From an optimization exercise on the open Yosys and OpenROAD flow, aimed at small area; shortcuts taken in it are not production practice. Function was checked by simulation only, so behaviour that the tests miss may differ from the original. Power figures rest on the tool's default switching activity, not on a simulated workload.

<file path="flow/config.mk">
export PLATFORM = sky130hd
export DESIGN_NAME = task2
export DESIGN_NICKNAME = task2
export VERILOG_FILES = /design/flow/design.v
export SDC_FILE = /design/flow/constraint.sdc
export NUM_CORES = 4
export LEC_CHECK = 0
export CAP_MARGIN = 20
export CORE_MARGIN = 2
export CORE_UTILIZATION = 40
export SLEW_MARGIN = 20
</file>
<file path="flow/design.v">
`timescale 1ns / 1ps
module task2 (clock, reset_neg, PS2_clock, PS2_data, finish_flag, neg_edge, overflow, bit_counter, output_data, output_data_2, Seven_Segment_display, Seven_Segment_display_1);
input clock, reset_neg, PS2_clock, PS2_data;
output logic finish_flag, neg_edge, overflow;
output logic [3:0] bit_counter;
output logic [6:0] Seven_Segment_display, Seven_Segment_display_1;
output logic [7:0] output_data, output_data_2;
logic filt;
logic [3:0] run;
logic run_inc;
assign run_inc = PS2_clock ^ filt ^ run[3];
always_ff @(posedge clock, negedge reset_neg)
if (!reset_neg) begin
  filt <= 1'b0;
  run <= 4'd0;
end else begin
  filt <= filt ^ run[3];
  run[2:0] <= run_inc ? run[2:0] + 3'd1 : 3'd0;
  run[3] <= run_inc & (&run[2:0]);
end
assign neg_edge = filt & run[3];
localparam [3:0] CS_IDLE = 4'b1100;
logic [3:0] cs;
logic idle;
assign idle = cs[3] & cs[2];
assign bit_counter = {cs[3] & ~cs[2], cs[2] & ~cs[3], cs[1:0]};
assign overflow = cs[3] & ~cs[2] & cs[1] & ~cs[0];
assign finish_flag = overflow;
always_ff @(posedge clock, negedge reset_neg)
if (!reset_neg)
  cs <= CS_IDLE;
else if (overflow)
  cs <= CS_IDLE;
else if (neg_edge)
  cs <= idle ? 4'd0 : cs + 4'd1;
logic [7:0] rx;
always_ff @(posedge clock)
if (neg_edge & ~cs[3])
  rx <= {PS2_data, rx[7:1]};
logic is_f0, is_5a, is_dig;
logic [3:0] dig;
always_comb begin
  is_dig = 1'b1;
  dig = 4'd0;
  case (rx)
    8'h45: dig = 4'd0;
    8'h16: dig = 4'd1;
    8'h1E: dig = 4'd2;
    8'h26: dig = 4'd3;
    8'h25: dig = 4'd4;
    8'h2E: dig = 4'd5;
    8'h36: dig = 4'd6;
    8'h3D: dig = 4'd7;
    8'h3E: dig = 4'd8;
    8'h46: dig = 4'd9;
    default: begin is_dig = 1'b0; dig = 4'bxxxx; end
  endcase
end
assign is_f0 = rx == 8'hF0;
assign is_5a = rx == 8'h5A;
localparam [2:0] ST_N  = 3'd0;   
localparam [2:0] ST_F1 = 3'd1;   
localparam [2:0] ST_E1 = 3'd2;   
localparam [2:0] ST_F2 = 3'd3;   
localparam [2:0] ST_E2 = 3'd4;   
localparam [2:0] ST_S1 = 3'd5;   
localparam [2:0] ST_S2 = 3'd6;   
localparam [2:0] ST_S3 = 3'd7;   
logic [2:0] st;
logic pd;
logic [3:0] d1, d2;
logic [3:0] ones;
logic tens;
logic sd;
assign sd = (st == ST_S1) | (st == ST_S2) | (st == ST_S3);
logic [4:0] bsum;
logic [3:0] s_ones;
logic s_tens;
assign bsum = d1 + d2;
assign s_tens = bsum >= 5'd10;
assign s_ones = s_tens ? bsum[3:0] - 4'd10 : bsum[3:0];
always_ff @(posedge clock, negedge reset_neg)
if (!reset_neg) begin
  st <= ST_N;
  pd <= 1'b0;
  ones <= 4'd0;
  tens <= 1'b0;
end else if (overflow & is_f0) begin
  pd <= 1'b1;
  if (sd) st <= ST_N;
end else if (overflow & is_dig & pd & ((st == ST_N) | (st == ST_F1) | sd)) begin
  pd <= 1'b0;
  st <= ST_F1;
end else if (overflow & is_5a & pd & (st == ST_F1)) begin
  pd <= 1'b0;
  st <= ST_E1;
end else if (overflow & is_dig & pd & (st == ST_E1)) begin
  pd <= 1'b0;
  st <= ST_F2;
end else if (overflow & is_5a & pd & (st == ST_F2)) begin
  pd <= 1'b0;
  st <= ST_E2;
end else if (st == ST_E2) begin
  st <= ST_S1;
end else if (st == ST_S1) begin
  st <= ST_S2;
end else if (st == ST_S2) begin
  st <= ST_S3;
  ones <= s_ones;
  tens <= s_tens;
end
always_ff @(posedge clock)
if (overflow & ~is_f0 & is_dig & pd & ((st == ST_N) | (st == ST_F1) | sd))
  d1 <= dig;
always_ff @(posedge clock)
if (overflow & ~is_f0 & is_dig & pd & (st == ST_E1))
  d2 <= dig;
logic show1, show2, showsum;
assign show1 = (st == ST_F1) | (st == ST_E1);
assign show2 = (st == ST_F2) | (st == ST_E2) | (st == ST_S1);
assign showsum = (st == ST_S2) | (st == ST_S3);
logic [3:0] dsel;
assign dsel = show1 ? d1 : d2;
logic [7:0] scan;
always_comb
case (dsel)
  4'd0: scan = 8'h45;
  4'd1: scan = 8'h16;
  4'd2: scan = 8'h1E;
  4'd3: scan = 8'h26;
  4'd4: scan = 8'h25;
  4'd5: scan = 8'h2E;
  4'd6: scan = 8'h36;
  4'd7: scan = 8'h3D;
  4'd8: scan = 8'h3E;
  4'd9: scan = 8'h46;
  default: scan = 8'hxx;
endcase
assign output_data = (show1 | show2) ? scan : {4'd0, ones};
assign output_data_2 = (show1 | show2) ? 8'h45 : {7'd0, tens};
logic [3:0] segv;
assign segv = (show1 | (show2 & ~sd)) ? dsel : showsum ? ones : 4'd0;
always_comb
case (segv)
  4'd0: Seven_Segment_display = 7'b1000000;
  4'd1: Seven_Segment_display = 7'b1111001;
  4'd2: Seven_Segment_display = 7'b0100100;
  4'd3: Seven_Segment_display = 7'b0110000;
  4'd4: Seven_Segment_display = 7'b0011001;
  4'd5: Seven_Segment_display = 7'b0010010;
  4'd6: Seven_Segment_display = 7'b0000010;
  4'd7: Seven_Segment_display = 7'b1111000;
  4'd8: Seven_Segment_display = 7'b0000000;
  4'd9: Seven_Segment_display = 7'b0010000;
  default: Seven_Segment_display = 7'bxxxxxxx;
endcase
assign Seven_Segment_display_1 = (showsum & tens) ? 7'b1111001 : 7'b1000000;
endmodule
</file>
<file path="flow/run.sh">
#!/bin/bash
# synth_recipe.tcl (not shown) runs the flow's synth.tcl, then flattens the netlist and writes it again
# the make line also repeats each setting of config.mk as NAME=value (left out here)
make -C /OpenROAD-flow-scripts/flow DESIGN_CONFIG=/design/flow/config.mk WORK_HOME=/design/flow/orfs CLKGATE_MAP_FILE= SYNTH_SCRIPT=/design/flow/synth_recipe.tcl finish
</file>
<file path="flow/constraint.sdc">
create_clock -name core_clock -period 10.0 [get_ports {clock}]
set_input_delay 2.0000 -clock core_clock [delete_from_list [all_inputs] [get_ports {clock}]]
set_output_delay 2.0000 -clock core_clock [all_outputs]
set_load 0.01 [all_outputs]
</file>
==> impl_metrics.toml <==
[status]
status = "finished clean"

[detailed_routing]
drc = 0
wl_met3_um = 197
drtIter0Drc = 93
dr_total_vias = 2068
wl_met1_um = 2504
wl_per_cell_um = 13.88
drtAntennaViolNets = 0
first_pass_iters = 4
viasPerCell = 5.485
routed_wl_um = 5231
wl_met2_um = 2385
top_layer = "met4"

[power_and_ir_drop]
p_total_uw = 275.1
switching_power_uw = 58.58
p_seq_share_pct = 56.7
irDropWorstVdd_mv = 0.08253
p_leak_nw = 1.223
pwr_density_cell_mw_per_mm2 = 92.32
sw_frac_of_total_pct = 21.29
p_int_uw = 216.6
power_frac_clock_pct = 36.9
pwr-share-comb_pct = 6.4

[setup_path]
cp-end-kind = "output port"
critical_path.max_fanout = 19
cp.required_ps = 8000
cp.arrival_ps = 3250
path_class = "flip-flop to output port"
crit_path_start_kind = "flip-flop"

[sta]
period_share_pct = 52.47
clock.fmax_mhz = 190.6
setup_viol = 0
fin_skew_ps = 4.184
rsz0062_at_grt = "no"
max_slew_margin_pct = 47.95
finalHoldViolations = 0
worstMarginPinSlew_ps = 778.4
slew_violations = 0
final.min_clock_period_ps = 5247
fin_setup_tns_ps = 0

[logic_synthesis]
yosysTopAreaCellShare_pct = 18.12
synth-edff-count = 16
synth_cells = 280
netlist_area_sq_mm = 0.002651
yosys_register_bits = 34
synthArstFlopShare_pct = 52.94
syn_area_per_cell_sq_um = 9.469
synth_area_leaders = "edfxtp_1 18%, dfrtp_1 15%, ha_1 8.5%"
ys.flop_type = "edfxtp_1"
seq_area_frac_synth_pct = 35.21
yosys_warnings = 1
synth_top_area_cell = "edfxtp_1"
synth_cell_types = 65

[finish]
area_growth_pct = 12.41
layout-drive-gt1-share_pct = 8.333
stdcell_count = 377
fin_nets = 322
antenna_cells = 0

[die]
initial_core_util_pct = 41.52
die_w_um = 85.42
core_sq_mm = 0.006386
fp-row-count = 29
die_y_um = 85.42
die_area_sq_mm = 0.007296
ios = 41

[clock_tree]
cts_hold_buffers = 0
numCtsBuffers = 5
ctsHtreeMaxLevel = 2
worstSkewPairLatency_ps = 280
cts.clk_slew.worst_paths_ps = 60
cts_max_path_buffers = 2
cts-root-buf = "clkbuf_8"
cts_setup_buffers = 0
cts_tree = "built"
cts.repair.resized = 0
clock-sinks = 34

[place]
post-dp-hpwl_um = 3956
portBuffers = 31
gp_congestion = 0.8703
dp_cells = 369

[global_routing]
grt_use_total_pct = 15.27
grt_pass1_vias = 2012
grt-ovfl-total = 0
grt_max_degree = 20
antenna_found_initial = 0
grt_pass1_wl_um = 9218

[flow_run]
drv_cap = 0

[worst_hold_path]
hold_path.class = "flip-flop to flip-flop"
power by group through the flow:
stage	clock [mW]	sequential, mW	combinational (mW)
5_1_grt	0.110	0.157	0.0206
4_1_cts	0.105	0.156	0.0181
6_report	0.102	0.156	0.0175
3_3_place_gp	0	0.159	0.0179
2_1_floorplan	0	0.158	0.0157
3_5_place_dp	0	0.159	0.0180
layer usage:
layer	up-vias	track usage, %
li1	1021	-
met1	972	20.45
met2	59	24.79
met3	16	2.432
met4	0	5.916
met5	-	0
area by class of cell:
type,count,area (sq um)
sequential,34,933.4
clock buffer,8,90.09
timing repair buffer,31,310.3
fill,651,3406
multi-input combinational,211,1490
inverter,16,60.06
tap,77,96.34
sequential cells by signal, summed over array words and instances (netlist names):
register / cells
rx: 8
filt: 1
cs: 4
d1: 4
tens: 1
st: 3
pd: 1
d2: 4
ones: 4
run: 4
Yosys cell counts (5+ instances only):
cell and instances:
nand2_1 25, o21ai_0 13, nor3_1 6, mux2i_1 8
dfrtp_1 16, nand2b_1 6, edfxtp_1 16, nor2_1 15
ha_1 18, xnor2_1 5, a21oi_1 17, buf_4 16
nor2b_1 10, inv_1 15
worst paths after layout:
path	start	endpoint	slack [ps]	cells past startpoint
setup / recovery	st[1]	Seven_Segment_display[3]	4750	7
hold / removal	run[0]	run[0]	440	1
setup reg to reg	d1[0]	ones[2]	7300	9
hold reg to reg	run[0]	run[0]	440	1
max in group asynchronous	reset_neg	st[0]	7340	1
min in group asynchronous	reset_neg	run[2]	2180	1
worst max-delay path: stages, from the launching register on:
cell and delay, ps:
dfrtp_1 710, xor2_1 280, a21boi_0 180, a21oi_1 420, o22a_1 340, ha_1 280
a211oi_1 190, clkdlybuf4s50_1 570
logic make-up (layout without fill, tap and decap cells):
group                    after synthesis  in the layout  synth area share (%)
AND/OR/NAND/NOR                       96             96                 20.10
buffers and inverters                 42             55                 9.579
AO/OA/AOI/OAI                         63             63                 15.95
flip-flops                            34             34                 35.21
XOR/XNOR                               8              8                 2.643
multiplexers                          16             16                 6.985
adder cells (fa/ha/maj)               19             19                 9.250
other                                  2              9                0.2833
per-stage QoR:
step	util [%]	setup slack, ps	hold WS [ps]	instance area (sq um)
2_1_floorplan	-	5797	409.9	2678
3_3_place_gp	45.26	5159	425.7	2890
3_5_place_dp	45.26	5077	427.5	2890
4_1_cts	46.67	4760	445.5	2980
5_1_grt	46.67	4477	464.4	2980
6_report	46.67	4753	444.0	2980
layout by cell type, fill, tap and decap left out, types with 3 or more instances in the layout:
cell             instances
mux2_4                   4
nand2_1                 25
mux2_2                   4
nand3b_1                 4
a31oi_1                  4
a221oi_1                 3
o21ai_0                 13
nor2_1                  15
dfrtp_1                 16
conb_1                   9
clkbuf_8                 6
nand2b_1                 6
inv_1                   15
edfxtp_1                16
a21oi_1                 17
a21o_1                   4
nor3b_1                  3
ha_1                    18
xnor2_1                  5
nor2b_1                 10
clkdlybuf4s50_1         31
nor3_1                   6
mux2i_1                  8
nand4_1                  4
xor2_1                   3
o211ai_1                 3
nand3_1                  4
and3_1                   3

==> port drivers added, routing unchanged <==
Ports are ideal in the flow. The routed layout listed here was re-timed in OpenROAD.
Step 1 assumes that a clkbuf_16 drives the clock port and a buf_2 every other input.
Step 2 also shifts input and output timing later by t, the mid clock arrival at the registers, as if the neighbouring blocks saw the same clock.
a / b / c = no drivers / after step 1 / after step 2; a / b = the first two.
shift t [ns]: 0.301
setup WS [ns]: 4.753 / 4.729 / 5.030
pins driven straight from the clock port: 1
After both steps this run still meets setup and hold. For this run, drivers alone change the setup slack by -0.024 ns; drivers and shift together by +0.277 ns.
